Background: an optimization exercise with open tools, aiming at small area. Do not read the settings as production practice. In this exercise RTL edits were held to simulation tests only and were not proved equivalent to the original.

[flow/design.v]
`timescale 1ns/1ps
module Tradeoff_52bits(clk, rst_n, W, found, N);
parameter A = 50861 , W_BITS = 69, A_BITS = 16 , N_BITS = 53 , L_BITS = 7;
localparam [2:0] idle=3'b000, pre=3'b001,load=3'b010, lLUT=3'b011, 
                 R2_stage=3'b100, rLUT=3'b101, out=3'b110, done=3'b111;
input clk, rst_n;
input   [W_BITS-1:0]   W;
output reg  [N_BITS-1:0]   N;
output reg  found;
reg [2:0] ps;
reg [A_BITS-1 :0] R2, R1;
wire signed [L_BITS:0] l_val;
SEC_rLUT52bits rLUT_inst (
    .r(R2),
    .l(l_val) 
);
reg signed [L_BITS:0] h1, h2;
wire  [A_BITS-1:0] r_val;
SEC_lLUT52bits lLUT_inst (
    .l(h1),
    .r(r_val) 
);
function [L_BITS:0] abs;
    input signed [L_BITS:0] val;
    abs = val[L_BITS] ? ~val + 1 : val;
endfunction
reg     [L_BITS:0] H;
reg     s;               
reg 	[N_BITS-1:0]	Q;
reg 	[A_BITS-1:0]	R;
wire signed [A_BITS:0] decide;
assign decide = R - R1;
reg [W_BITS-1:0]  W_new;
always@(posedge clk or negedge rst_n) begin
    if(!rst_n) begin
        ps <= idle;
        R <= 0;
        Q <= 0;
        found <= 0;
        N <= 0;
        h1 <= 0;
        h2 <= 0;
        R1 <= 0;
        R2 <= 0;
    end
    else begin
        case(ps)
            idle: begin
                found <= 0;
                s <= 0;
                H <= 0;
                ps <= pre;
                end
		pre: begin
		     Q <= W / A;
		     ps <= load;
		   end
            load: begin
                R <= W - (A * Q);
                h1 <= (s == 0) ? -(H + 1) : (H + 1); 
                ps <= lLUT;
                end
            lLUT: begin
                if(R == 0) begin
                    N <= Q;
                    found <= 1;
                    ps <= idle;
                end
                else begin
                    R1 <= r_val;
                    ps <= R2_stage;
                    end
                end
            R2_stage: begin
                R2 <= (decide < 0) ? (decide + A) : (decide);
                ps <= rLUT;
            end
            rLUT: begin
                h2 <= l_val;
                ps <= out;
                end
	    	out: begin
		     W_new <= W - ((s ? 1 : -1) * (1 << (abs(h1) - 1))) - ((h2[L_BITS] ? -1 : 1) * (1 << (abs(h2) - 1)));
		     ps <= done;
		   end
            done: begin
                if(h2 != 0)begin
                   N <= W_new / A ;
                   found <= 1;
                   ps <= idle;
                end
                else begin
                    ps <= load; 
                    if (s == 0) 
                        s <= 1;
                    else begin 
                        s <= 0; 
                        H <= H + 1; 
                    end
                    if (H == (W_BITS - 1) && s == 1) begin
                        ps <= idle;      
                        found <= 1;
                        N <= Q;
                    end
                end
            end
        endcase
    end
end
endmodule
module SEC_lLUT52bits(l, r);
input	signed	[7:0]	l;
output	reg	[15:0]	r;
always@(*) begin
	case(l)
		1: r = 1;
		-1: r = 50860;
		2: r = 2;
		-2: r = 50859;
		3: r = 4;
		-3: r = 50857;
		4: r = 8;
		-4: r = 50853;
		5: r = 16;
		-5: r = 50845;
		6: r = 32;
		-6: r = 50829;
		7: r = 64;
		-7: r = 50797;
		8: r = 128;
		-8: r = 50733;
		9: r = 256;
		-9: r = 50605;
		10: r = 512;
		-10: r = 50349;
		11: r = 1024;
		-11: r = 49837;
		12: r = 2048;
		-12: r = 48813;
		13: r = 4096;
		-13: r = 46765;
		14: r = 8192;
		-14: r = 42669;
		15: r = 16384;
		-15: r = 34477;
		16: r = 32768;
		-16: r = 18093;
		17: r = 14675;
		-17: r = 36186;
		18: r = 29350;
		-18: r = 21511;
		19: r = 7839;
		-19: r = 43022;
		20: r = 15678;
		-20: r = 35183;
		21: r = 31356;
		-21: r = 19505;
		22: r = 11851;
		-22: r = 39010;
		23: r = 23702;
		-23: r = 27159;
		24: r = 47404;
		-24: r = 3457;
		25: r = 43947;
		-25: r = 6914;
		26: r = 37033;
		-26: r = 13828;
		27: r = 23205;
		-27: r = 27656;
		28: r = 46410;
		-28: r = 4451;
		29: r = 41959;
		-29: r = 8902;
		30: r = 33057;
		-30: r = 17804;
		31: r = 15253;
		-31: r = 35608;
		32: r = 30506;
		-32: r = 20355;
		33: r = 10151;
		-33: r = 40710;
		34: r = 20302;
		-34: r = 30559;
		35: r = 40604;
		-35: r = 10257;
		36: r = 30347;
		-36: r = 20514;
		37: r = 9833;
		-37: r = 41028;
		38: r = 19666;
		-38: r = 31195;
		39: r = 39332;
		-39: r = 11529;
		40: r = 27803;
		-40: r = 23058;
		41: r = 4745;
		-41: r = 46116;
		42: r = 9490;
		-42: r = 41371;
		43: r = 18980;
		-43: r = 31881;
		44: r = 37960;
		-44: r = 12901;
		45: r = 25059;
		-45: r = 25802;
		46: r = 50118;
		-46: r = 743;
		47: r = 49375;
		-47: r = 1486;
		48: r = 47889;
		-48: r = 2972;
		49: r = 44917;
		-49: r = 5944;
		50: r = 38973;
		-50: r = 11888;
		51: r = 27085;
		-51: r = 23776;
		52: r = 3309;
		-52: r = 47552;
		53: r = 6618;
		-53: r = 44243;
		54: r = 13236;
		-54: r = 37625;
		55: r = 26472;
		-55: r = 24389;
		56: r = 2083;
		-56: r = 48778;
		57: r = 4166;
		-57: r = 46695;
		58: r = 8332;
		-58: r = 42529;
		59: r = 16664;
		-59: r = 34197;
		60: r = 33328;
		-60: r = 17533;
		61: r = 15795;
		-61: r = 35066;
		62: r = 31590;
		-62: r = 19271;
		63: r = 12319;
		-63: r = 38542;
		64: r = 24638;
		-64: r = 26223;
		65: r = 49276;
		-65: r = 1585;
		66: r = 47691;
		-66: r = 3170;
		67: r = 44521;
		-67: r = 6340;
		68: r = 38181;
		-68: r = 12680;
		default: r = 0;
	endcase
end
endmodule
module SEC_rLUT52bits(r, l);
input 	[15:0]	r;
output	reg	signed	[7:0]	l;
always@(*) begin
	case(r)
		1: l = +1;
		50860: l = -1;
		2: l = +2;
		50859: l = -2;
		4: l = +3;
		50857: l = -3;
		8: l = +4;
		50853: l = -4;
		16: l = +5;
		50845: l = -5;
		32: l = +6;
		50829: l = -6;
		64: l = +7;
		50797: l = -7;
		128: l = +8;
		50733: l = -8;
		256: l = +9;
		50605: l = -9;
		512: l = +10;
		50349: l = -10;
		1024: l = +11;
		49837: l = -11;
		2048: l = +12;
		48813: l = -12;
		4096: l = +13;
		46765: l = -13;
		8192: l = +14;
		42669: l = -14;
		16384: l = +15;
		34477: l = -15;
		32768: l = +16;
		18093: l = -16;
		14675: l = +17;
		36186: l = -17;
		29350: l = +18;
		21511: l = -18;
		7839: l = +19;
		43022: l = -19;
		15678: l = +20;
		35183: l = -20;
		31356: l = +21;
		19505: l = -21;
		11851: l = +22;
		39010: l = -22;
		23702: l = +23;
		27159: l = -23;
		47404: l = +24;
		3457: l = -24;
		43947: l = +25;
		6914: l = -25;
		37033: l = +26;
		13828: l = -26;
		23205: l = +27;
		27656: l = -27;
		46410: l = +28;
		4451: l = -28;
		41959: l = +29;
		8902: l = -29;
		33057: l = +30;
		17804: l = -30;
		15253: l = +31;
		35608: l = -31;
		30506: l = +32;
		20355: l = -32;
		10151: l = +33;
		40710: l = -33;
		20302: l = +34;
		30559: l = -34;
		40604: l = +35;
		10257: l = -35;
		30347: l = +36;
		20514: l = -36;
		9833: l = +37;
		41028: l = -37;
		19666: l = +38;
		31195: l = -38;
		39332: l = +39;
		11529: l = -39;
		27803: l = +40;
		23058: l = -40;
		4745: l = +41;
		46116: l = -41;
		9490: l = +42;
		41371: l = -42;
		18980: l = +43;
		31881: l = -43;
		37960: l = +44;
		12901: l = -44;
		25059: l = +45;
		25802: l = -45;
		50118: l = +46;
		743: l = -46;
		49375: l = +47;
		1486: l = -47;
		47889: l = +48;
		2972: l = -48;
		44917: l = +49;
		5944: l = -49;
		38973: l = +50;
		11888: l = -50;
		27085: l = +51;
		23776: l = -51;
		3309: l = +52;
		47552: l = -52;
		6618: l = +53;
		44243: l = -53;
		13236: l = +54;
		37625: l = -54;
		26472: l = +55;
		24389: l = -55;
		2083: l = +56;
		48778: l = -56;
		4166: l = +57;
		46695: l = -57;
		8332: l = +58;
		42529: l = -58;
		16664: l = +59;
		34197: l = -59;
		33328: l = +60;
		17533: l = -60;
		15795: l = +61;
		35066: l = -61;
		31590: l = +62;
		19271: l = -62;
		12319: l = +63;
		38542: l = -63;
		24638: l = +64;
		26223: l = -64;
		49276: l = +65;
		1585: l = -65;
		47691: l = +66;
		3170: l = -66;
		44521: l = +67;
		6340: l = -67;
		38181: l = +68;
		12680: l = -68;
		default: l = 0;
	endcase
end
endmodule
[flow/run.sh]
#!/bin/bash
# synth_recipe.tcl (not shown) runs the flow's synth.tcl, then flattens the netlist and writes it again
# the make line also repeats each setting of config.mk as NAME=value (left out here)
make -C /OpenROAD-flow-scripts/flow DESIGN_CONFIG=/design/flow/config.mk WORK_HOME=/design/flow/orfs CLKGATE_MAP_FILE= SYNTH_SCRIPT=/design/flow/synth_recipe.tcl finish
[flow/config.mk]
export PLATFORM = sky130hd
export DESIGN_NAME = Tradeoff_52bits
export DESIGN_NICKNAME = Tradeoff_52bits
export VERILOG_FILES = /design/flow/design.v
export SDC_FILE = /design/flow/constraint.sdc
export NUM_CORES = 4
export LEC_CHECK = 0
export CAP_MARGIN = 20
export CORE_MARGIN = 2
export CORE_UTILIZATION = 30
export SLEW_MARGIN = 20
[flow/constraint.sdc]
create_clock -name core_clock -period 110.0 [get_ports {clk}]
set_input_delay 22.0000 -clock core_clock [delete_from_list [all_inputs] [get_ports {clk}]]
set_output_delay 22.0000 -clock core_clock [all_outputs]
set_load 0.01 [all_outputs]
==> impl_metrics.toml, run 1 <==
[routing]
route.detailed.drc = 0
dr.max_layer_used = "met5"
wl_met1_mm = 452
drtAntennaViolNets = 0
vias = 250000
routed_via_density = 6.00
drtPass1Iterations = 10
drt-wirelength-per-cell_um = 23.9
wl_met3_mm = 72.9
route.met2.wl_mm = 439
routed_wl_mm = 998
drt_iter0_markers = 27200

[worst_setup_path]
cp_slowest_cell = "or4_1"
reg2reg_slack_ns = 6.11
crit_fanout = 53
arrival_ns = 106.95
max_stage_delay_ns = 0.72
cp.required_ns = 110.64
critPathLaunchType = "input pin"
crit_top_cell = "buf_4"
end_kind = "register"
crit_type = "input pin to register"

[die]
dieArea_um2 = 801000
coreArea_um2 = 792000
die_h_um = 895
io_pins = 125
initial_utilization_pct = 30.1
rows = 327
die_w_um = 895

[clock_network]
clkTransAtPathRegs_ns = 0.07
cts_buffer_depth = 3
clk_latency_ns = 0.79
cts_buffers = 46
cts_tree = "done"
cts_root_buf = "clkbuf_16"
htree_levels = 2
cts.sink_count = 252

[sta]
skew_ns = 0.129
final-setup-viol-count = 0
hold_violations = 0
tightest_slew_ns = 1.26
maxSlewViolCount = 0
period_needed_ns = 106.31
rsz0062_at_grt = "true"
max_slew_margin_pct = 15.2
finalCritPeriodShare_pct = 96.6
fmax_ghz = 0.00941
setup_ws_ns = 3.69

[yosys]
synth_seq_cells = 252
synth.top_cells.by_area = "fa_1 12%, xnor2_1 7.0%, nor2_1 4.3%"
synth_area_um2 = 238000
yosys-top-cells-count = "2726 x nor2_1, 2672 x nand2_1, 2111 x inv_1"
synth_warnings = 3
syn_inst = 30900
syn_nets = 33200
synth_flop_cell = "dfrtp_1"
avgSynthCellArea_um2 = 7.71
synth_edf_count = 78
netlist.area_leader.share_pct = 12.1
ys_seq_area_share_pct = 2.81
synth_top_area_cell = "fa_1"
synth.distinct_cells = 261
async_flop_share_pct = 69.0
post-synth-top-count-cell = "nor2_1"

[grt]
grt_max_degree = 75
grt_pass1_vias = 238000
grt_antenna_before_repair = 40
grt-ovfl-total = 0
grt_pass1_wl_mm = 1510
grt_util_all_layers_pct = 23.6

[status]
outcome = "no timing/DRC/antenna violations"

[cells_and_area]
drive_gt1_share_pct = 18.1
area_delta_synth_final_pct = 5.90
fin_nets = 33400
fill_cells = 85500
design_area_um2 = 252000

[placement]
dp_slack_ns = -0.553
dp_hpwl_mm = 829
globalplace.congestion = 0.998
dpl-instance-area_um2 = 249000
io_buffers = 124

[worst_hold_path]
hold_class = "register to register"

[run]
drv_cap = 0
-- cell families after synthesis --
logic type / share of synthesized area [%]
AOI/OAI and AO/OA: 29.7
DFF: 2.81
muxes: 2.66
adders and majority gates: 16.5
xor gates and xnor gates: 10.8
and+or+nand+nor: 27.8
buffers and inverters: 9.77
-- metrics by stage --
| step | utilization [%] | instances | hold slack [ns] | setup TNS, ns |
|---|---|---|---|---|
| global route | 31.8 | 41700 | 0.514 | -0.210 |
| global placement | 31.4 | 41500 | 0.466 | -1.04 |
| floorplan | - | 30900 | 0.449 | 0 |
| CTS | 31.7 | 41600 | 0.481 | 0 |
| detailed placement | 31.4 | 41500 | 0.471 | -0.553 |
| finish | 31.8 | 41700 | 0.475 | 0 |
-- path summary, 6_finish.rpt --
| check | startpoint | endpoint | cells past startpoint |
|---|---|---|---|
| min in group asynchronous | rst_n | Q[25]$_DFFE_PN0P_ | 1 |
| min reg2reg | N[49]$_DFFE_PN0P_ | N[49]$_DFFE_PN0P_ | 2 |
| max in group asynchronous | rst_n | R2[10]$_DFFE_PN0P_ | 3 |
| min | N[49]$_DFFE_PN0P_ | N[49]$_DFFE_PN0P_ | 2 |
| max | W[2] | Q[0]$_DFFE_PN0P_ | 278 |
| max reg2reg | W_new[1]$_DFFE_PP_ | N[0]$_DFFE_PN0P_ | 254 |
-- registers in the layout, summed over array words and instances (netlist names) --
name	count
W_new	69
h1	8
H	8
R2	16
found	1
N	53
s	1
h2	8
R	16
R1	16
ps	3
Q	53
-- cell type report --
type | instances | area [µm²] | area share (%)
Timing Repair Buffer | 1675 | 13100 | 5.19
Multi-Input combinational cell | 27000 | 209000 | 83.0
Sequential cell | 252 | 6700 | 2.66
Clock buffer | 54 | 1270 | 0.505
Inverter | 2150 | 8120 | 3.22
Antenna cell | 15 | 37.5 | 0.0149
Clock inverter | 32 | 364 | 0.144
Tap cell | 10500 | 13200 | 5.22
-- per-layer routing --
layer | up-vias | global-route usage (%)
li1 | 115000 | -
met1 | 123000 | 33.6
met2 | 10600 | 37.3
met3 | 1422 | 3.05
met4 | 18 | 6.98
met5 | - | 0
-- what timing repair did --
action / 4_1_cts / 5_1_grt
gates resized for setup: 1 / 150
endpoints found under the setup margin: 1 / 5
buffers inserted: 0 / 46
pin swaps: 0 / 35
gates cloned: 0 / 10
hold buffers: 0 / 0
-- layout by cell type, fill, tap and decap left out, types with 137 or more instances in the layout --
cell type / instances
a22oi_1: 137
ha_1: 813
o31ai_1: 261
o21bai_1: 172
a21oi_2: 166
and2_2: 204
o22ai_1: 246
xnor2_1: 1874
nor4_1: 421
a211oi_1: 366
a21o_1: 178
inv_1: 2107
a31oi_1: 405
or3_2: 138
o21ai_1: 246
nand2b_1: 167
or2_2: 259
and3_1: 174
or3_1: 270
a21o_2: 169
and3_2: 199
o21ai_0: 1353
nand3_1: 1045
o2111ai_1: 168
nor2_1: 2713
nand4_1: 497
fa_1: 1435
nor3_1: 1082
a21oi_1: 1669
xor2_1: 655
mux2i_1: 362
dfrtp_1: 174
o211ai_1: 310
o21a_1: 280
or4_1: 167
buf_4: 1527
and2_1: 241
nand2_1: 2671
-- worst max-delay path: cells and delay by family --
kind / cells / cell delay, ns
xor+xnor: 10 / 2.33
compound gates: 136 / 41.58
fa+ha+maj: 1 / 0.39
simple gates: 87 / 28.30
buf+inv: 38 / 10.03
mux: 6 / 1.90
==> run 2, diff against run 1 <==
==> flow/design.v (replaced) <==
`timescale 1ns/1ps
module Tradeoff_52bits(clk, rst_n, W, found, N);
input clk, rst_n;
input [68:0] W;
output reg found;
output reg [52:0] N;
localparam [17:0] A = 18'd50861;
localparam [2:0] P1 = 3'd0, SRCH = 3'd1, BRW = 3'd2, LOAD = 3'd3, HENS = 3'd4;
reg [2:0] ph;
reg [6:0] cnt;           
reg [2:0] kk;            
reg sc;                  
reg cyc;                 
reg sgn;                 
reg [16:0] V;            
reg [6:0] bc, bb;        
reg bsc, bsh;            
reg [1:0] car;           
wire wi = W[cnt];
wire dc = (cnt == bc);
wire db = (cnt == bb);
wire [2:0] dlt = (dc ? (bsc ? 3'd1 : 3'd7) : 3'd0) +
                 (db ? (bsh ? 3'd1 : 3'd7) : 3'd0);       
wire is_dbl = (cnt[6] & cnt[2]) | (kk > cnt[6:4]);
wire dbl = (ph == SRCH) & is_dbl & (cnt != 7'd0);
wire chk = (ph == SRCH) & ~is_dbl;
wire [2:0] xd = (ph == P1) ? {2'b00, wi} : (dlt - {2'b00, wi});
wire xzero = ((ph == P1) & (cnt == 7'd0)) | (ph == LOAD);
wire [17:0] Vx = {V[16], V};
wire [17:0] X = xzero ? 18'd0 : (dbl ? {V[15:0], 2'b00} : Vx);
wire odd = X[0] ^ xd[0];
wire f = (V[15:0] >= 16'd25431);
reg [17:0] Kc;
always @(*) begin
    case (kk)
        3'd0: Kc = 18'd1;
        3'd1: Kc = 18'd22819;
        3'd2: Kc = 18'd42704;
        3'd3: Kc = 18'd16677;
        default: Kc = 18'd10461;
    endcase
end
wire [17:0] C0 = sc ? (18'd0 - Kc) : (Kc - A);
wire [17:0] Cc = cyc ? (sgn ? C0 + A : C0 - A) : C0;
reg [17:0] Y;
always @(*) begin
    if (ph == SRCH)
        Y = dbl ? (f ? (18'd0 - (A << 1)) : 18'd0) : Cc;
    else if (ph == LOAD)
        Y = (car == 2'b11) ? 18'd282 : (car == 2'b01) ? ((A - 18'd141) << 1) : 18'd0;
    else
        Y = (odd ? A : 18'd0) + {{15{xd[2]}}, xd};
end
wire [17:0] S = X + Y;
reg [3:0] e;
integer j;
always @(*) begin
    e = 4'd0;
    for (j = 15; j >= 0; j = j - 1)
        if (S[j]) e = j;
end
wire nz = |S[15:0];
wire [17:0] above = S & ~((18'd2 << e) - 18'd1);    
wire [17:0] fill = S[17] ? ~((18'd2 << e) - 18'd1) : 18'd0;
wire pat = nz & (above == fill);
wire [6:0] bnew = cnt + {3'd0, e};
wire bok = ~(bnew[6] & (|bnew[5:2]));
wire [6:0] cnew = {cnt[6:4] - kk, cnt[3:0]};
wire better = {cnew, sc} < {bc, bsc};
wire hit = chk & pat & bok & better;
wire valid = ~(bc[6] & bc[5]);
wire zero = (V == 17'd0) | (V == A[16:0]);
wire [3:0] bt = {3'b000, wi} - {dlt[2], dlt} + {{2{car[1]}}, car};
always @(posedge clk) begin
    N <= {odd, N[52:1]};
    if ((ph == P1) | (ph == HENS) | (ph == LOAD) | dbl)
        V <= S[17:1];
    if (ph == P1) begin
        bc <= 7'h7f; bsc <= 1'b1; bb <= 7'h7f; bsh <= 1'b1;
        car <= 2'b00;
    end else if (hit) begin
        bc <= cnew; bsc <= sc; bb <= bnew; bsh <= ~S[17];
    end else if (ph == BRW)
        car <= bt[2:1];
    if (chk & ~cyc) sgn <= S[17];
end
always @(posedge clk or negedge rst_n) begin
    if (!rst_n) begin
        ph <= P1; cnt <= 7'd0; found <= 1'b0;
        kk <= 3'd0; sc <= 1'b0; cyc <= 1'b0;
    end else begin
        found <= 1'b0;
        case (ph)
            P1: begin
                if (cnt == 7'd68) begin ph <= SRCH; cnt <= 7'd69; end
                else cnt <= cnt + 7'd1;
                {kk, sc, cyc} <= 5'd0;
            end
            SRCH: begin
                if ((cnt == 7'd69) & zero) begin ph <= LOAD; end
                else if (is_dbl) begin
                    {kk, sc, cyc} <= 5'd0;
                    if (cnt == 7'd0) ph <= valid ? BRW : HENS;
                    else cnt <= cnt - 7'd1;
                end else
                    {kk, sc, cyc} <= {kk, sc, cyc} + 5'd1;
            end
            BRW: begin
                if (cnt == 7'd68) begin ph <= LOAD; cnt <= 7'd0; end
                else cnt <= cnt + 7'd1;
            end
            LOAD: begin ph <= HENS; cnt <= 7'd0; end
            default: begin
                if (cnt == 7'd52) begin ph <= P1; cnt <= 7'd0; found <= 1'b1; end
                else cnt <= cnt + 7'd1;
            end
        endcase
    end
end
endmodule
==> run 2 against run 1 <==
Effect of this change:
- still clean on timing, DRC and antenna
- cell count is 96% lower
- global-route usage fell by 6.8 points
- worst hold slack got worse by 0.13 ns
- setup slack gained 73 ns
- critical path type unchanged
- largest cell class unchanged
==> impl_metrics.toml, run 2 <==
[yosys]
post-synth-top-count-cell = "nor2_1"
syn_inst = 1043
yosys-top-cells-count = "90 x nor2_1, 73 x nand2_1, 71 x dfxtp_1"
synth.top_cells.by_area = "dfxtp_1 16%, ha_1 9.6%, edfxtp_1 5.9%"
syn_nets = 1192
synth.distinct_cells = 102
synth_area_um2 = 9130
synth_edf_count = 18
avgSynthCellArea_um2 = 8.75
synth_seq_cells = 105
synth_flop_cell = "dfxtp_1"
synth_top_area_cell = "dfxtp_1"
async_flop_share_pct = 15.2
synth_warnings = 1
netlist.area_leader.share_pct = 15.6
ys_seq_area_share_pct = 25.9

[sta]
setup_ws_ns = 77.09
maxSlewViolCount = 0
skew_ns = 0.00886
fmax_ghz = 0.0304
period_needed_ns = 32.91
max_slew_margin_pct = 33.7
hold_violations = 0
rsz0062_at_grt = "false"
tns_ns = 0
final-setup-viol-count = 0
finalCritPeriodShare_pct = 29.9
tightest_slew_ns = 0.991

[die]
die_w_um = 178
rows = 63
initial_utilization_pct = 30.6
io_pins = 125
coreArea_um2 = 29800
dieArea_um2 = 31800
die_h_um = 178

[worst_setup_path]
reg2reg_from = "cnt[0]$_DFFE_PN0P_"
crit_fanout = 11
end_kind = "register"
critPathLaunchType = "input pin"
crit_top_cell = "ha_1"
arrival_ns = 33.11
startpoint = "W[38]"
max_stage_delay_ns = 0.76
crit_type = "input pin to register"
cp_slowest_cell = "nor2_1"
critPathTopFamily = "simple AND/OR/NAND/NOR gates"
cp.required_ns = 110.20
cp_num_buf_inv = 2

[placement]
io_buffers = 124
dp_slack_ns = 76.87
dp_hpwl_mm = 21.2
globalplace.congestion = 0.959

[grt]
grt_antenna_before_repair = 0
grt_util_all_layers_pct = 16.9
grt_pass1_vias = 8058
grt_max_degree = 37
grt-ovfl-total = 0
grt_pass1_wl_mm = 43.1

[routing]
vias = 8476
drtPass1Iterations = 8
drtAntennaViolNets = 0
routed_via_density = 5.54
routed_wl_mm = 26.8
drt_iter0_markers = 761
drt-wirelength-per-cell_um = 17.5
route.detailed.drc = 0

[clock_network]
cts_buffers = 9
htree_levels = 3
cts.sink_count = 105
clkTransAtPathRegs_ns = 0.08
clk_latency_ns = 0.35
cts_buffer_depth = 2
post_cts_buffers = 0
cts_hold_buf = 0
cts.repair.resized = 0
cts_root_buf = "clkbuf_16"
cts_tree = "done"

[cells_and_area]
area_delta_synth_final_pct = 20.5
final_common_cell = "clkdlybuf4s50_1"
multi_input_area_um2 = 6370
top_regs = "N: 53 flops, V: 17 flops"
fin_nets = 1285
seqCellArea_um2 = 2360
largest_register_ffs = 53
fill_cells = 3032
diodes = 0
layout_common_cells = "124 x clkdlybuf4s50_1, 90 x nor2_1, 73 x nand2_1"
drive_gt1_share_pct = 8.41
largest_register = "N"

[worst_hold_path]
hold_class = "register to register"
min-delay-start = "N[41]$_DFF_P_"

[status]
outcome = "no timing/DRC/antenna violations"

[run]
drv_cap = 0
run 2: cell types whose count changed after synthesis, sizes merged, moves of 1650 or more:
cell   before  now
a21oi    1880   71
o21ai    1728   78
nand2    2753   74
inv      2127   48
nor2     2867   92
xnor2    2031   36
run 2: metrics by stage:
step / cells / util, % / instance area (µm²) / hold WS, ns
2_1_floorplan: 1043 / - / 9130 / 0.382
3_3_place_gp: 1515 / 35.9 / 10700 / 0.334
3_5_place_dp: 1515 / 35.9 / 10700 / 0.336
4_1_cts: 1531 / 36.9 / 11000 / 0.348
5_1_grt: 1531 / 36.9 / 11000 / 0.356
6_report: 1531 / 36.9 / 11000 / 0.348
run 2: cell type report:
cell class	count	area share [%]
multi-input cells	840	57.9
flip-flops and latches	105	21.5
repair buffers	131	11.8
well taps	390	4.44
clock buffers	9	2.05
inverters	49	1.67
clock inverters	7	0.694
run 2: worst reg2reg max path: cells and delay by family (launching register included):
| family | cells | cell delay [ns] |
|---|---|---|
| XOR/XNOR | 4 | 0.79 |
| flip-flops | 1 | 0.32 |
| AND/OR/NAND/NOR | 12 | 3.56 |
| adder cells (fa/ha/maj) | 5 | 1.53 |
| multiplexers | 3 | 1.57 |
| AO/OA/AOI/OAI | 14 | 3.32 |
| buffers and inverters | 2 | 0.47 |
run 2: kinds of logic after synthesis:
group | Yosys count | synth area share [%]
and+or+nand+nor | 342 | 19.5
DFF | 105 | 25.9
buffers and inverters | 98 | 4.32
xor gates and xnor gates | 66 | 7.18
AOI/OAI and AO/OA | 311 | 24.0
muxes | 43 | 7.75
adders and majority gates | 78 | 11.4
run 2: routing by layer:
layer / global-route usage, % / part of all wire (%) / up-vias
met3: 2.79 / 5.9 / 42
met1: 23.5 / 47 / 4084
met5: 0 / 0 / -
met4: 3.49 / 1.7 / 0
li1: - / - / 4089
met2: 27.5 / 46 / 261
run 2: path summary, 6_finish.rpt:
kind	endpoint	slack [ns]	cells past startpoint
worst max-delay path	bb[4]$_SDFFE_PP1P_	77.09	40
worst min-delay path	N[40]$_DFF_P_	0.35	0
worst max register to register	bb[4]$_SDFFE_PP1P_	98.31	40
worst min register to register	N[40]$_DFF_P_	0.35	0
max in group asynchronous	ph[1]$_DFFE_PN0P_	87.41	1
min in group asynchronous	cnt[4]$_DFFE_PN0P_	22.10	1

re-timing with driven ports:
How much do the figures lean on ideal ports? The routed layouts below were timed once more, with nothing changed but the port constraints. Step 1 (the two cells are an assumption about what drives the block):
set clk [get_ports {clk}]
set_driving_cell -lib_cell sky130_fd_sc_hd__clkbuf_16 $clk
set_driving_cell -lib_cell sky130_fd_sc_hd__buf_2 [delete_from_list [all_inputs] $clk]
Step 2 moves the port delays by t, midway between the first and last clock arrival at a register: inputs arrive t later, outputs are due t later. That takes back most of the time a late clock gives input paths. Three values: ideal ports, drivers, drivers and shift; two values: the first two.
run | shift t [ns] | slack for setup (ns) | slew at the worst register clock pin (ns) | worst data-port slew with drivers (ns) | cell pins on the clock port's net
run 1 | 0.841 | 3.694 / 3.746 / 2.905 | 0.10 / 0.10 | 0.26 | 1
run 2 | 0.386 | 77.087 / 77.103 / 76.717 | 0.08 / 0.08 | 0.05 | 1
After both steps setup and hold are still met in every run listed. For run 1, which loses most, drivers alone change the setup slack by +0.052 ns; drivers and shift together by -0.789 ns.
